What follows belongs to an exercise in optimizing a design on an open flow for small area and a short achievable clock period; a production flow would make more cautious choices. No activity file was given, so power comes from the tool's default toggle rates.

Design ALU_TOP, start of the top module:
module ALU_TOP (
  input  wire [15:0] A,
  input  wire [15:0] B,
  input  wire [3:0]  ALU_FUNC,
  input  wire        CLK,
  input  wire        RST,
  output wire [31:0] Arith_OUT,
  output wire        Arith_Flag,
  output wire [15:0] Logic_OUT,
  output wire        Logic_Flag,
  output wire [16:0] Shift_OUT,
  output wire        Shift_Flag,
  output wire [1:0]  CMP_OUT,
  output wire        CMP_Flag
);
wire Arith_enable, Logic_enable, CMP_enable, Shift_enable;
Decoder U0 (.IN(ALU_FUNC[3:2]), .OUT({Shift_enable, CMP_enable, Logic_enable, Arith_enable}));
ARITHMETIC_UNIT U0_ARITHMETIC_UNIT (.A(A), .B(B), .ALU_FUNC(ALU_FUNC[1:0]), .CLK(CLK), .RST(RST),
  .Arith_enable(Arith_enable), .Arith_OUT(Arith_OUT), .Arith_Flag(Arith_Flag));
LOGIC_UNIT U0_LOGIC_UNIT (.A(A), .B(B), .ALU_FUNC(ALU_FUNC[1:0]), .CLK(CLK), .RST(RST),
  .Logic_enable(Logic_enable), .Logic_OUT(Logic_OUT), .Logic_Flag(Logic_Flag));
SHIFT_UNIT U0_SHIFT_UNIT (.A(A), .B(B), .ALU_FUNC(ALU_FUNC[1:0]), .CLK(CLK), .RST(RST),
  .Shift_enable(Shift_enable), .Shift_OUT(Shift_OUT), .Shift_Flag(Shift_Flag));
CMP_UNIT U0_CMP_UNIT (.A(A), .B(B), .ALU_FUNC(ALU_FUNC[1:0]), .CLK(CLK), .RST(RST),
  .CMP_enable(CMP_enable), .CMP_OUT(CMP_OUT), .CMP_Flag(CMP_Flag));
endmodule
Size in the first run: ~4100 cells after synthesis, roughly 71 flip-flops, ~110 I/O pins, roughly 23000 sq um of cells after synthesis.
==> flow/config.mk <==
export PLATFORM = sky130hd
export DESIGN_NAME = ALU_TOP
export DESIGN_NICKNAME = ALU_TOP
export VERILOG_FILES = /design/flow/design.v
export SDC_FILE = /design/flow/constraint.sdc
export NUM_CORES = 4
export LEC_CHECK = 0
export ABC_AREA = 1
export CAP_MARGIN = 20
export CORE_MARGIN = 2
export CORE_UTILIZATION = 60
export PLACE_DENSITY = 0.7
export SLEW_MARGIN = 20
==> flow/constraint.sdc <==
create_clock -name core_clock -period 90.0 [get_ports {CLK}]
set_input_delay 18.0000 -clock core_clock [delete_from_list [all_inputs] [get_ports {CLK}]]
set_output_delay 18.0000 -clock core_clock [all_outputs]
set_load 0.01 [all_outputs]
standard.sh (not shown) runs the stock make flow with config.mk's settings and CLKGATE_MAP_FILE= SYNTH_SCRIPT=/design/flow/synth_recipe.tcl, a recipe that flattens the netlist after the stock synthesis.
==> flow/flow/run.sh <==
#!/bin/bash
# Standard layout without the full/half-adder extraction step of synthesis,
# with the timing repair asked to leave extra setup slack.
set -euo pipefail
bash standard.sh ADDER_MAP_FILE= SETUP_SLACK_MARGIN=52 finish > flow_standard.log 2>&1
The baseline finished clean.
Rerun with:
==> flow/flow/run.sh (replaced) <==
#!/bin/bash
# Standard layout, with the timing repair asked to leave extra setup slack.
set -euo pipefail
bash standard.sh SETUP_SLACK_MARGIN=52 finish > flow_standard.log 2>&1
- The changed run finished clean
- global-route usage is higher by 3.6 points
- maximum frequency decreases by 26%
- cell count drops by 34%
- setup slack degrades by 12 ns
- first-iteration DRC count climbs by 38%
No run of this note included a check of the RTL's function; only the layout flow was run.

========
== run A ==
ALU_TOP, a different RTL version from the one above (not shown whole).
For scale: about 110 I/O pins.
Settings: LEC_CHECK=0, ABC_AREA=1, CAP_MARGIN=20, CORE_MARGIN=2, CORE_UTILIZATION=40, SLEW_MARGIN=20; clock period 90.0 ns.
run.sh (not shown) runs the stock make flow with config.mk's settings and CLKGATE_MAP_FILE= SYNTH_SCRIPT=/design/flow/synth_recipe.tcl, a recipe that flattens the netlist after the stock synthesis.
Stock flow here: none of the scripts above is used.
Run A reached the end of the flow, and the finished layout is clean on the timing, DRC and antenna checks.
diff inputs: run A => run B
Settings: PLACE_DENSITY newly set to 0.7; CORE_UTILIZATION changed from 40 to 60.
Met3 wire length: run B and run A compared, lower one is run A. When the final numbers for run B and run A were put side by side, the clock power share turned out to be greater in run B. Total non-filler cell area in the finished layout (run B vs. run A) decreases slightly.
Input-level comparison between run C and run B:
Settings: a change of PLACE_DENSITY from 0.7 to 0.85; a change of CORE_UTILIZATION from 60 to 75.
==> comparison <==
- Between run B and run C, the fraction of area in non-clock buffers figures differ only marginally.
- Per the comparison of run C with run B, sum of internal, switching and leakage power climbed 3.2%; setup slack after layout higher.
No functional check of the RTL was part of any run of this note.

========
ALU_TOP, a different RTL version from the one above (not shown whole).
Size: roughly 110 I/O pins, about 0.018 mm^2 of cells after synthesis.
make LEC_CHECK=0 ABC_AREA=1 CAP_MARGIN=20 CORE_MARGIN=2 CORE_UTILIZATION=60 PLACE_DENSITY=0.7 SLEW_MARGIN=20 finish   # period 90.0 ns
Edit:
==> flow/flow/run.sh (new file) <==
#!/bin/bash
# Standard layout, with the timing repair asked to leave extra setup slack.
set -euo pipefail
bash standard.sh SETUP_SLACK_MARGIN=44 finish > flow_standard.log 2>&1
==> flow/standard.sh (new file) <==
#!/bin/bash
# synth_recipe.tcl (not shown) runs the flow's synth.tcl, then flattens the netlist and writes it again
# the make line also repeats each setting of config.mk as NAME=value (left out here)
make -C /OpenROAD-flow-scripts/flow DESIGN_CONFIG=/design/flow/config.mk WORK_HOME=/design/flow/orfs CLKGATE_MAP_FILE= SYNTH_SCRIPT=/design/flow/synth_recipe.tcl "${@:-finish}"
removed: flow/run.sh
Final cell count rose by a few percent.
Routed wire length climbs by a few percent.
Setup slack gains 6.9 ns.
Count of clock-buffer cells in the layout does not change.
Clock power hardly moves.
Cell area climbs by a little under a tenth.
Critical path depth shrinks by 6.
Synthesized area does not change.
No functional check of the RTL was part of any run of this note.

## what the ideal ports hide
The results above use ideal ports. As a check the final layouts listed here were re-extracted and re-timed, cells and wires unchanged.
Step 1 (the two cells are an assumption about what drives the block):
set clk [get_ports {CLK}]
set_driving_cell -lib_cell sky130_fd_sc_hd__clkbuf_16 $clk
set_driving_cell -lib_cell sky130_fd_sc_hd__buf_2 [delete_from_list [all_inputs] $clk]
Step 2, shift: input delay + t, output delay - t, t = (earliest + latest rising clock arrival at the registers) / 2. This alone moves slack from input paths to output paths.
Slacks: ideal ports / drivers / drivers and shift; pairs: ideal ports / drivers.
run	shift t [ns]	setup slack, ns	clock arrival spread, ns	worst register clock-pin slew, ns	worst slew at a driven data input, ns
the first run of note 1	0.408	53.880 / 53.905 / 53.497	0.014 / 0.014	0.07 / 0.07	0.08
the second run of note 1	0.407	41.467 / 41.497 / 41.090	0.006 / 0.006	0.06 / 0.06	0.14
run A	0.420	37.909 / 37.932 / 37.512	0.020 / 0.020	0.08 / 0.08	0.04
run B	0.396	37.908 / 37.922 / 37.526	0.011 / 0.011	0.07 / 0.07	0.04
run C	0.403	38.048 / 38.061 / 37.658	0.015 / 0.015	0.07 / 0.07	0.04
the first run of note 3	0.390	38.796 / 38.810 / 38.421	0.015 / 0.015	0.08 / 0.08	0.05
the second run of note 3	0.393	45.676 / 45.700 / 45.307	0.021 / 0.020	0.08 / 0.08	0.05
After both steps every run listed still meets setup and hold. The setup slack of run A, which loses most, moves by +0.023 ns with the drivers and by -0.397 ns with both steps.
